From an optimization exercise on the open Yosys and OpenROAD flow, aimed at small area; shortcuts taken in it are not production practice.
At most, simulation tests tie the RTL to the original design; equivalence was not proved.
The clock port is modelled as an ideal driver, which makes a skipped or thinned clock tree look cheaper than it is; a real chip needs a root buffer or a tree.
No activity file was given, so power comes from the tool's default toggle rates.

== job 2568 ==
==> flow/design.v <==
module AXI_raddr(
	aclk,
	areset,
	araddr,
	arlen,
	arvalid,
	arready,
	dma_axi_start,
	dma_axi_raddr_free,
	dma_cfg_saddr,
	dma_cfg_number,
	dma_cfg_sexceed_4k
);
input aclk;
input areset;
output [31:0] araddr;
output [3:0] arlen;
output arvalid;
input arready;
input dma_axi_start;
output dma_axi_raddr_free;
input [31:0] dma_cfg_saddr;
input [13:0] dma_cfg_number;
input dma_cfg_sexceed_4k;
reg busy;
reg [31:0] araddr;
reg [3:0] arlen;
reg len_zero;
reg [13:0] cnt;
reg last;
assign arvalid = busy;
assign dma_axi_raddr_free = ~busy;
genvar i;
wire load = ~busy & dma_axi_start;
wire take = busy & arready & ~len_zero;
wire adv = busy & arready & ~last;
wire [13:0] cnt_in = busy ? cnt : dma_cfg_number;
wire [3:0] sub_lo = busy ? (take ? ~arlen : 4'd0) : 4'hf;
wire sub_hi = ~busy | take;
wire [4:0] cnt_lo = {1'b0, cnt_in[3:0]} + {1'b0, sub_lo};
wire dec = sub_hi & ~cnt_lo[4];
wire [9:0] x = cnt_in[13:4];
wire [13:0] cnt_nx;
assign cnt_nx[3:0] = cnt_lo[3:0];
assign cnt_nx[4] = x[0] ^ dec;
generate
	for (i = 1; i < 10; i = i + 1) begin : g_cnt
		assign cnt_nx[4+i] = x[i] ^ (dec & ~|x[i-1:0]);
	end
endgenerate
wire hi = |x[9:1] | (x[0] ^ dec);
wire [3:0] len_nx = hi ? 4'hf : cnt_lo[3:0];
wire [3:0] s = dma_cfg_saddr[3:0];
wire s_zero = ~|s;
wire num_zero = ~|dma_cfg_number;
wire first_last = dma_cfg_sexceed_4k ?
	(~|dma_cfg_number[13:4] & &(cnt_lo[3:0] ^ s)) :
	(~hi | num_zero);
wire add = adv & ~len_zero;
wire [4:0] sum_lo = {1'b0, araddr[3:0]} + {1'b0, arlen} + 5'd1;
wire [31:0] addr_nx;
assign addr_nx[3:0] = add ? sum_lo[3:0] : araddr[3:0];
wire [7:0] blk;
assign blk[0] = add & sum_lo[4];
generate
	for (i = 0; i < 7; i = i + 1) begin : g_blk
		assign blk[i+1] = blk[i] & &araddr[4*i+7:4*i+4];
		assign addr_nx[4*i+4] = araddr[4*i+4] ^ blk[i];
		assign addr_nx[4*i+5] = araddr[4*i+5] ^ (blk[i] & araddr[4*i+4]);
		assign addr_nx[4*i+6] = araddr[4*i+6] ^ (blk[i] & &araddr[4*i+5:4*i+4]);
		assign addr_nx[4*i+7] = araddr[4*i+7] ^ (blk[i] & &araddr[4*i+6:4*i+4]);
	end
endgenerate
wire sel_load = areset & load;
wire sel_next = areset & ~load;
wire [31:0] araddr_d;
generate
	for (i = 0; i < 32; i = i + 1) begin : g_sel
		AXI_raddr_sel u_sel(.sel_a(sel_load), .a(dma_cfg_saddr[i]), .sel_b(sel_next), .b(addr_nx[i]), .y(araddr_d[i]));
	end
endgenerate
always @(posedge aclk)
	araddr <= araddr_d;
always @(posedge aclk) begin
	if (!areset) begin
		busy <= 1'b0;
		arlen <= 4'd0;
		len_zero <= 1'b0;
	end else begin
		if (busy)
			busy <= ~(arready & last);
		else
			busy <= dma_axi_start;
		if (load & dma_cfg_sexceed_4k) begin
			arlen <= ~s;
			len_zero <= s_zero;
		end else if (load) begin
			arlen <= len_nx;
			len_zero <= num_zero;
		end else if (adv) begin
			arlen <= len_nx;
			len_zero <= 1'b0;
		end
	end
	cnt <= cnt_nx;
	if (load)
		last <= first_last;
	else if (adv)
		last <= ~hi;
end
endmodule
module AXI_raddr_sel(sel_a, a, sel_b, b, y);
input sel_a, a, sel_b, b;
output y;
assign y = (sel_a & a) | (sel_b & b);
endmodule
export LEC_CHECK = 0
export CAP_MARGIN = 20
export CORE_MARGIN = 2
export CORE_UTILIZATION = 65
export GPL_TIMING_DRIVEN = 0
export SLEW_MARGIN = 20
export SYNTH_HIERARCHICAL = 1
export SYNTH_MINIMUM_KEEP_SIZE = 0
create_clock -name core_clock -period 5.0 [get_ports {aclk}]
standard.sh (not shown) runs the stock make flow with config.mk's settings and CLKGATE_MAP_FILE= SYNTH_SCRIPT=/design/flow/synth_recipe.tcl, a recipe that flattens the netlist after the stock synthesis.
==> flow/flow/run.sh <==
#!/bin/bash
# Standard ORFS layout (the standard.sh) with these changes:
#  - port buffers use the smallest buffer cell (buf_1);
#  - if flow/abc.script exists, ABC maps with it instead of the speed script;
#  - if flow/noadder exists, Yosys leaves adders to ABC (no full/half-adder cells);
#  - if flow/cts_args exists, it replaces the clock_tree_synthesis arguments;
#  - if flow/post_cts.tcl exists, it runs at the end of the CTS step.
set -euo pipefail
here=$(pwd)
if [[ -f flow/abc.script ]]; then
  cp -r "$FLOW_HOME/scripts" "$here/scripts"
  cp flow/abc.script "$here/scripts/abc_speed.script"
  export SCRIPTS_DIR="$here/scripts"
fi
if [[ -f flow/noadder ]]; then export ADDER_MAP_FILE=; fi
if [[ -f flow/cts_args ]]; then export CTS_ARGS="$(cat flow/cts_args)"; fi
if [[ -f flow/post_cts.tcl ]]; then export POST_CTS_TCL="$here/flow/post_cts.tcl"; fi
export BUFFER_PORTS_ARGS="-buffer_cell sky130_fd_sc_hd__buf_1"
bash standard.sh > standard_flow.log 2>&1
==> flow/flow/abc.script <==
strash
dch -f
amap
topo
==> flow/flow/cts_args <==
-sink_clustering_enable -repair_clock_nets -buf_list sky130_fd_sc_hd__clkbuf_8 -root_buf sky130_fd_sc_hd__clkbuf_8 -dont_use_dummy_load
==> flow/flow/noadder <==
Yosys leaves adders to ABC
==> flow/flow/post_cts.tcl <==
set block [ord::get_db_block]
set port_net [$block findNet aclk]
set loads {}
foreach it [$port_net getITerms] { lappend loads $it }
if { [llength $loads] == 1 } {
  set root [[lindex $loads 0] getInst]
  set master [[$root getMaster] getName]
  set out_net ""
  foreach it [$root getITerms] {
    if { [$it isOutputSignal] } { set out_net [$it getNet] }
  }
  if { [string match "sky130_fd_sc_hd__clkbuf_*" $master] && $out_net != "" } {
    set sinks {}
    foreach it [$out_net getITerms] {
      if { [$it getInst] != $root } { lappend sinks $it }
    }
    if { [llength $sinks] <= 4 && [llength [$out_net getBTerms]] == 0 } {
      puts "post_cts: removing root clock buffer [$root getName] ($master), port now drives [llength $sinks] pins"
      foreach it $sinks {
        $it disconnect
        $it connect $port_net
      }
      [lindex $loads 0] disconnect
      odb::dbInst_destroy $root
      odb::dbNet_destroy $out_net
    }
  }
}
Edits applied to the flow inputs when going from job 2568 to job 8694:
==> flow/flow/abc.script <==
strash
dc2
strash
dch -f
amap
==> flow/flow/cts_args <==
-sink_clustering_enable -repair_clock_nets -buf_list sky130_fd_sc_hd__buf_6 -root_buf sky130_fd_sc_hd__buf_6 -dont_use_dummy_load
Results
- Diff job 2568 and job 8694: worst-skew pair later-pin latency higher in job 8694
- | power per cell area | job 8694 vs job 2568 | 9.4% higher |
- Measured against job 2568, the power drawn by the clock network of job 8694 comes out at 1.16 times the reference value.
- Comparing the two runs side by side, job 8694 comes out ahead of job 2568 on die area.
Modified inputs, job 5365 compared to job 8694
-- flow/flow/post_cts.tcl --
<<< job 8694, line 12
  if { [string match "sky130_fd_sc_hd__clkbuf_*" $master] && $out_net != "" } {
>>> job 5365, line 12
  if { ([string match "sky130_fd_sc_hd__clkbuf_*" $master] || [string match "sky130_fd_sc_hd__buf_*" $master]) && $out_net != "" } {
### Flow results
- Comparing the two runs side by side, job 5365 comes out ahead of job 8694 on fmax.
- Status: hold slack parity (job 8694, job 5365)
- Job 5365 -> job 8694: area share of buffers outside the clock network flat
- Comparing part of the cycle the worst path needs for job 8694 and job 5365, the smaller number came from job 5365.
- The final design area excluding fillers on job 5365 is in line with that on job 8694.
- On final wirelength, job 8694 tracks job 5365 almost exactly.
- Job 5365 against job 8694; met1 wire length is down slightly.
- When job 5365 is set beside job 8694, its fraction of met3 tracks used by global routing turns out to be 1.0 points smaller.
Modified inputs, job 1768 compared to job 5365
==> flow/flow/cts_args <==
-sink_clustering_enable -repair_clock_nets -buf_list sky130_fd_sc_hd__clkbuf_8 -root_buf sky130_fd_sc_hd__clkbuf_8 -dont_use_dummy_load
-- flow/flow/post_cts.tcl --
<<< job 5365, line 12
  if { ([string match "sky130_fd_sc_hd__clkbuf_*" $master] || [string match "sky130_fd_sc_hd__buf_*" $master]) && $out_net != "" } {
>>> job 1768, line 12
  if { [string match "sky130_fd_sc_hd__clkbuf_*" $master] && $out_net != "" } {
Notes after the runs:
Job 1768 vs job 5365 on fraction of area in clock buffers and inverters: job 1768 is the higher one. Post-synthesis to final-layout area growth delta for job 1768 relative to job 5365: 0.36 points higher. Across both runs, part of the power in the clock network was higher for job 1768 than for job 5365. Final routed wirelength across all metal layers went down slightly going from job 5365 to job 1768. Job 1768 reports a lower combinational share of power than job 5365 does. Lower first-iteration DRC count among job 1768 and job 5365: job 5365. As far as hold slack is concerned, job 5365 and job 1768 perform about the same.
No run of this note included a check of the RTL's function; only the layout flow was run.

* * *

rev 12:
AXI_raddr, a different RTL version from the one above (not shown whole).
Size in the first run: ~280 cells after synthesis, about 53 flip-flops, ~89 I/O pins, ~0.0026 mm2 of cells after synthesis.
export LEC_CHECK = 0
export CAP_MARGIN = 20
export CORE_MARGIN = 2
export CORE_UTILIZATION = 40
export CTS_CLUSTER_DIAMETER = 300
export CTS_CLUSTER_SIZE = 60
export GPL_TIMING_DRIVEN = 0
export SLEW_MARGIN = 20
create_clock -name core_clock -period 5.0 [get_ports {aclk}]
==> flow/flow/run.sh <==
#!/bin/bash
# Standard ORFS layout with two changes: the port buffers use the smallest
# buffer cell, and (if flow/abc.script exists) ABC maps with an area-oriented script.
set -euo pipefail
here=$(pwd)
if [[ -f flow/abc.script ]]; then
  cp -r "$FLOW_HOME/scripts" "$here/scripts"
  cp flow/abc.script "$here/scripts/abc_speed.script"
  export SCRIPTS_DIR="$here/scripts"
fi
export BUFFER_PORTS_ARGS="-buffer_cell sky130_fd_sc_hd__buf_1"
bash standard.sh > standard_flow.log 2>&1
==> flow/flow/abc.script <==
&get -n
&st
&dch -f
&nf -a -R 1000
&put
Rev 12 went all the way through synthesis, placement and routing and the layout is clean on timing, DRC and antenna.
Here is what was changed in the inputs of rev 13 compared with rev 12.
-- flow/flow/run.sh --
<<< rev 12, line 11
>>> rev 13, line 11
if [[ -f flow/cts_args ]]; then export CTS_ARGS="$(cat flow/cts_args)"; fi
==> flow/flow/cts_args (new file) <==
-sink_clustering_enable -repair_clock_nets -buf_list sky130_fd_sc_hd__clkbuf_16 -root_buf sky130_fd_sc_hd__clkbuf_16 -sink_buffer_max_cap_derate 1.0 -dont_use_dummy_load
## What came out
Routed metal-1 wire length (rev 13 vs. rev 12) increases slightly
Number of vias per cell after detailed routing was lower in rev 12 than in rev 13.
Rev 13 vs. rev 12: final cell count went down by 0.44%.
Rev 13 against rev 12; final non-filler cell area is up slightly.
Rev 13 vs rev 12 on share of the final layout cell area in sequential cells: rev 13 is the lower one.
Rev 13 gives more total design power than rev 12 did.
Side by side, reported leakage power turned out higher in rev 13 than in rev 12.
Function was not checked in any run of this note: the RTL went through the layout flow alone.

* * *

AXI_raddr, a different RTL version from the one above (not shown whole).
For scale: roughly 320 cells after synthesis, roughly 2500 sq um of cells after synthesis.
==> flow/design.v (excerpt) <==
module AXI_raddr(
	aclk,
	areset,
	araddr,
	arlen,
	arvalid,
	arready,
	dma_axi_start,
	dma_axi_raddr_free,
	dma_cfg_saddr,
	dma_cfg_number,
	dma_cfg_sexceed_4k
);
input aclk;
input areset;
output [31:0] araddr;
output [3:0] arlen;
output arvalid;
input arready;
input dma_axi_start;
output dma_axi_raddr_free;
input [31:0] dma_cfg_saddr;
input [13:0] dma_cfg_number;
input dma_cfg_sexceed_4k;
reg busy;
reg [31:0] araddr;
reg [3:0] arlen;
reg len_zero;
reg [13:0] cnt;
reg last;
assign arvalid = busy;
assign dma_axi_raddr_free = ~busy;
genvar i;
wire load = ~busy & dma_axi_start;
wire take = busy & arready & ~len_zero;
wire adv = busy & arready & ~last;
wire [13:0] cnt_in = busy ? cnt : dma_cfg_number;
wire [3:0] sub_lo = busy ? (take ? ~arlen : 4'd0) : 4'hf;
wire sub_hi = ~busy | take;
wire [4:0] cnt_lo = {1'b0, cnt_in[3:0]} + {1'b0, sub_lo};
wire dec = sub_hi & ~cnt_lo[4];
wire [9:0] x = cnt_in[13:4];
wire [13:0] cnt_nx;
assign cnt_nx[3:0] = cnt_lo[3:0];
assign cnt_nx[4] = x[0] ^ dec;
generate
	for (i = 1; i < 10; i = i + 1) begin : g_cnt
		assign cnt_nx[4+i] = x[i] ^ (dec & ~|x[i-1:0]);
	end
endgenerate
wire hi = |x[9:1] | (x[0] ^ dec);
wire [3:0] len_nx = hi ? 4'hf : cnt_lo[3:0];
wire [3:0] s = dma_cfg_saddr[3:0];
wire s_zero = ~|s;
wire num_zero = ~|dma_cfg_number;
wire first_last = dma_cfg_sexceed_4k ?
	(~|dma_cfg_number[13:4] & &(cnt_lo[3:0] ^ s)) :
	(~hi | num_zero);
wire add = adv & ~len_zero;
wire [4:0] sum_lo = {1'b0, araddr[3:0]} + {1'b0, arlen} + 5'd1;
wire [31:0] addr_nx;
  ...
Settings: LEC_CHECK=0, CAP_MARGIN=20, CORE_MARGIN=2, CORE_UTILIZATION=65, GPL_TIMING_DRIVEN=0, SLEW_MARGIN=20; clock period 5.0 ns.
==> flow/flow/run.sh <==
#!/bin/bash
# Standard ORFS layout (the standard.sh) with these changes:
#  - port buffers use the smallest buffer cell (buf_1);
#  - if flow/abc.script exists, ABC maps with it instead of the speed script;
#  - if flow/noadder exists, Yosys leaves adders to ABC (no full/half-adder cells);
#  - if flow/cts_args exists, it replaces the clock_tree_synthesis arguments;
#  - if flow/post_cts.tcl exists, it runs at the end of the CTS step.
set -euo pipefail
here=$(pwd)
if [[ -f flow/abc.script ]]; then
  cp -r "$FLOW_HOME/scripts" "$here/scripts"
  cp flow/abc.script "$here/scripts/abc_speed.script"
  export SCRIPTS_DIR="$here/scripts"
fi
if [[ -f flow/noadder ]]; then export ADDER_MAP_FILE=; fi
if [[ -f flow/cts_args ]]; then export CTS_ARGS="$(cat flow/cts_args)"; fi
if [[ -f flow/post_cts.tcl ]]; then export POST_CTS_TCL="$here/flow/post_cts.tcl"; fi
export BUFFER_PORTS_ARGS="-buffer_cell sky130_fd_sc_hd__buf_1"
bash standard.sh > standard_flow.log 2>&1
==> flow/flow/abc.script <==
strash
dc2
strash
dch -f
amap
==> flow/flow/cts_args <==
-sink_clustering_enable -repair_clock_nets -buf_list sky130_fd_sc_hd__buf_6 -root_buf sky130_fd_sc_hd__buf_6 -dont_use_dummy_load
==> flow/flow/post_cts.tcl <==
set block [ord::get_db_block]
set port_net [$block findNet aclk]
set loads {}
foreach it [$port_net getITerms] { lappend loads $it }
if { [llength $loads] == 1 } {
  set root [[lindex $loads 0] getInst]
  set master [[$root getMaster] getName]
  set out_net ""
  foreach it [$root getITerms] {
    if { [$it isOutputSignal] } { set out_net [$it getNet] }
  }
  if { [string match "sky130_fd_sc_hd__clkbuf_*" $master] && $out_net != "" } {
    set sinks {}
    foreach it [$out_net getITerms] {
      if { [$it getInst] != $root } { lappend sinks $it }
    }
    if { [llength $sinks] <= 4 && [llength [$out_net getBTerms]] == 0 } {
      puts "post_cts: removing root clock buffer [$root getName] ($master), port now drives [llength $sinks] pins"
      foreach it $sinks {
        $it disconnect
        $it connect $port_net
      }
      [lindex $loads 0] disconnect
      odb::dbInst_destroy $root
      odb::dbNet_destroy $out_net
    }
  }
}
Scripts as last shown in full above: flow/flow/noadder
Change:
--- a/flow/flow/run.sh
+++ b/flow/flow/run.sh
@@ -5,4 +5,3 @@
 #  - if flow/noadder exists, Yosys leaves adders to ABC (no full/half-adder cells);
-#  - if flow/cts_args exists, it replaces the clock_tree_synthesis arguments;
-#  - if flow/post_cts.tcl exists, it runs at the end of the CTS step.
+#  - if flow/cts_args exists, it replaces the clock_tree_synthesis arguments.
 set -euo pipefail
@@ -16,3 +15,2 @@
 if [[ -f flow/cts_args ]]; then export CTS_ARGS="$(cat flow/cts_args)"; fi
-if [[ -f flow/post_cts.tcl ]]; then export POST_CTS_TCL="$here/flow/post_cts.tcl"; fi
 export BUFFER_PORTS_ARGS="-buffer_cell sky130_fd_sc_hd__buf_1"
==> flow/flow/abc.script (replaced) <==
&get -n
&st
&deepsyn -T 60
&put
strash
dch -f
amap
==> flow/flow/cts_args (replaced) <==
-sink_clustering_enable -repair_clock_nets -buf_list sky130_fd_sc_hd__clkbuf_8 -root_buf sky130_fd_sc_hd__clkbuf_8 -dont_use_dummy_load
- CORE_UTILIZATION: 65 -> 40
removed: flow/flow/post_cts.tcl
Outcome:
- The new run ran to the end with no violations
- combinational power went down by about 8%
- setup slack degrades by 0.11 ns
- global-route usage went down by 9.9 points
- power went down by 1.6%
- first-iteration DRC count went down by 51%
- fmax went down by 2.4%
Change:
==> flow/flow/abc.script (replaced) <==
strash
dc2
strash
dch -f
amap
- CORE_UTILIZATION: 40 -> 70
- GPL_TIMING_DRIVEN: 0 -> 1
Outcome: Non-clock buffer count goes down by 7; first-iteration DRC count goes up to 2.9 times its value; final cell count goes down by about 8%; clock power goes up by about 2%; setup slack gains 0.14 ns; die area goes down by 41%; design area goes down by about 5.4%; combinational power goes up by about 15%; utilization goes up by 36 points; sequential power goes up by about 1%.
Change:
==> flow/flow/run.sh (replaced) <==
#!/bin/bash
# Standard ORFS layout with two changes: the port buffers use the smallest
# buffer cell, and (if flow/abc.script exists) ABC maps with an area-oriented script.
set -euo pipefail
here=$(pwd)
if [[ -f flow/abc.script ]]; then
  cp -r "$FLOW_HOME/scripts" "$here/scripts"
  cp flow/abc.script "$here/scripts/abc_speed.script"
  export SCRIPTS_DIR="$here/scripts"
fi
if [[ -f flow/cts_args ]]; then export CTS_ARGS="$(cat flow/cts_args)"; fi
export BUFFER_PORTS_ARGS="-buffer_cell sky130_fd_sc_hd__buf_1"
bash standard.sh > standard_flow.log 2>&1
- CORE_UTILIZATION: 70 -> 40
- GPL_TIMING_DRIVEN: 1 -> 0
removed: flow/flow/noadder
Result: Design area came out higher by 2.9%. Clock-buffer cell count is unchanged. Die area rises by 74%. Via count drops by 11%. Hold slack loses 0.024 ns. Sequential power rises by about 2%. Wire length fell by 8.5%. Maximum frequency grows by 1.2%. Power is higher by 2.2%. Worst setup slack improves by 0.054 ns.
Change:
==> flow/flow/run.sh (replaced) <==
#!/bin/bash
# Standard ORFS layout (the standard.sh) with these changes:
#  - port buffers use the smallest buffer cell (buf_1);
#  - if flow/abc.script exists, ABC maps with it instead of the speed script;
#  - if flow/noadder exists, Yosys leaves adders to ABC (no full/half-adder cells);
#  - if flow/cts_args exists, it replaces the clock_tree_synthesis arguments;
#  - if flow/post_cts.tcl exists, it runs at the end of the CTS step.
set -euo pipefail
here=$(pwd)
if [[ -f flow/abc.script ]]; then
  cp -r "$FLOW_HOME/scripts" "$here/scripts"
  cp flow/abc.script "$here/scripts/abc_speed.script"
  export SCRIPTS_DIR="$here/scripts"
fi
if [[ -f flow/noadder ]]; then export ADDER_MAP_FILE=; fi
if [[ -f flow/cts_args ]]; then export CTS_ARGS="$(cat flow/cts_args)"; fi
if [[ -f flow/post_cts.tcl ]]; then export POST_CTS_TCL="$here/flow/post_cts.tcl"; fi
export BUFFER_PORTS_ARGS="-buffer_cell sky130_fd_sc_hd__buf_1"
bash standard.sh > standard_flow.log 2>&1
==> flow/flow/cts_args (replaced) <==
-sink_clustering_enable -repair_clock_nets -buf_list sky130_fd_sc_hd__buf_6 -root_buf sky130_fd_sc_hd__buf_6 -dont_use_dummy_load
==> flow/flow/noadder (new file) <==
Yosys leaves adders to ABC
==> flow/flow/post_cts.tcl (new file) <==
set block [ord::get_db_block]
set port_net [$block findNet aclk]
set loads {}
foreach it [$port_net getITerms] { lappend loads $it }
if { [llength $loads] == 1 } {
  set root [[lindex $loads 0] getInst]
  set master [[$root getMaster] getName]
  set out_net ""
  foreach it [$root getITerms] {
    if { [$it isOutputSignal] } { set out_net [$it getNet] }
  }
  if { ([string match "sky130_fd_sc_hd__clkbuf_*" $master] || [string match "sky130_fd_sc_hd__buf_*" $master]) && $out_net != "" } {
    set sinks {}
    foreach it [$out_net getITerms] {
      if { [$it getInst] != $root } { lappend sinks $it }
    }
    if { [llength $sinks] <= 4 && [llength [$out_net getBTerms]] == 0 } {
      puts "post_cts: removing root clock buffer [$root getName] ($master), port now drives [llength $sinks] pins"
      foreach it $sinks {
        $it disconnect
        $it connect $port_net
      }
      [lindex $loads 0] disconnect
      odb::dbInst_destroy $root
      odb::dbNet_destroy $out_net
    }
  }
}
- CORE_UTILIZATION: 40 -> 65
What happened: Cell area falls by a few percent. Power went down by a little under a tenth. Global-route usage climbs by 10 points. Routed wire length went down by a few percent. Die area went down by well over a third. Register-to-register slack got worse by 0.04 ns.

separate check: timing with driven ports:
No port has a modelled driver above. Below, the same layouts with a new extraction and two added sets of constraints. Step 1 sets driving cells, clkbuf_16 on the clock port and buf_2 on the other inputs (assumed; they add their load-dependent delay and slew). Step 2 adds t to the input delays and takes it off the output delays; t is the mean of the earliest and latest rising clock arrival at the registers after step 1. Input paths then give back, and output paths get back, about the clock's delay inside the block. a / b / c = no drivers / after step 1 / after step 2; a / b = the first two.
run | t (ns) | slack for setup (ns) | hold slack, ns | worst data-port slew with drivers (ns)
job 2568 | 0.191 | 0.485 / 0.514 / 0.323 | 0.539 / 0.539 / 0.539 | 0.05
job 8694 | 0.279 | 0.338 / 0.336 / 0.057 | 0.507 / 0.507 / 0.507 | 0.05
job 5365 | 0.174 | 0.366 / 0.390 / 0.216 | 0.510 / 0.510 / 0.510 | 0.05
job 1768 | 0.193 | 0.306 / 0.324 / 0.131 | 0.512 / 0.512 / 0.512 | 0.05
rev 12 | 0.329 | 0.672 / 0.665 / 0.336 | 0.530 / 0.530 / 0.530 | 0.05
rev 13 | 0.314 | 0.638 / 0.636 / 0.322 | 0.525 / 0.525 / 0.525 | 0.05
the first run of note 3 | 0.275 | 0.311 / 0.294 / 0.020 | 0.504 / 0.504 / 0.504 | 0.04
the second run of note 3 | 0.321 | 0.197 / 0.199 / -0.122 | 0.507 / 0.507 / 0.507 | 0.03
the third run of note 3 | 0.332 | 0.333 / 0.314 / -0.018 | 0.515 / 0.515 / 0.515 | 0.05
the fourth run of note 3 | 0.322 | 0.387 / 0.385 / 0.063 | 0.491 / 0.491 / 0.491 | 0.04
the fifth run of note 3 | 0.173 | 0.254 / 0.263 / 0.090 | 0.503 / 0.503 / 0.503 | 0.04
Met with ideal ports but missed after step 2: setup timing in the second run of note 3 and the third run of note 3. For the third run of note 3, which loses most, drivers alone change the setup slack by -0.019 ns; drivers and shift together by -0.351 ns.
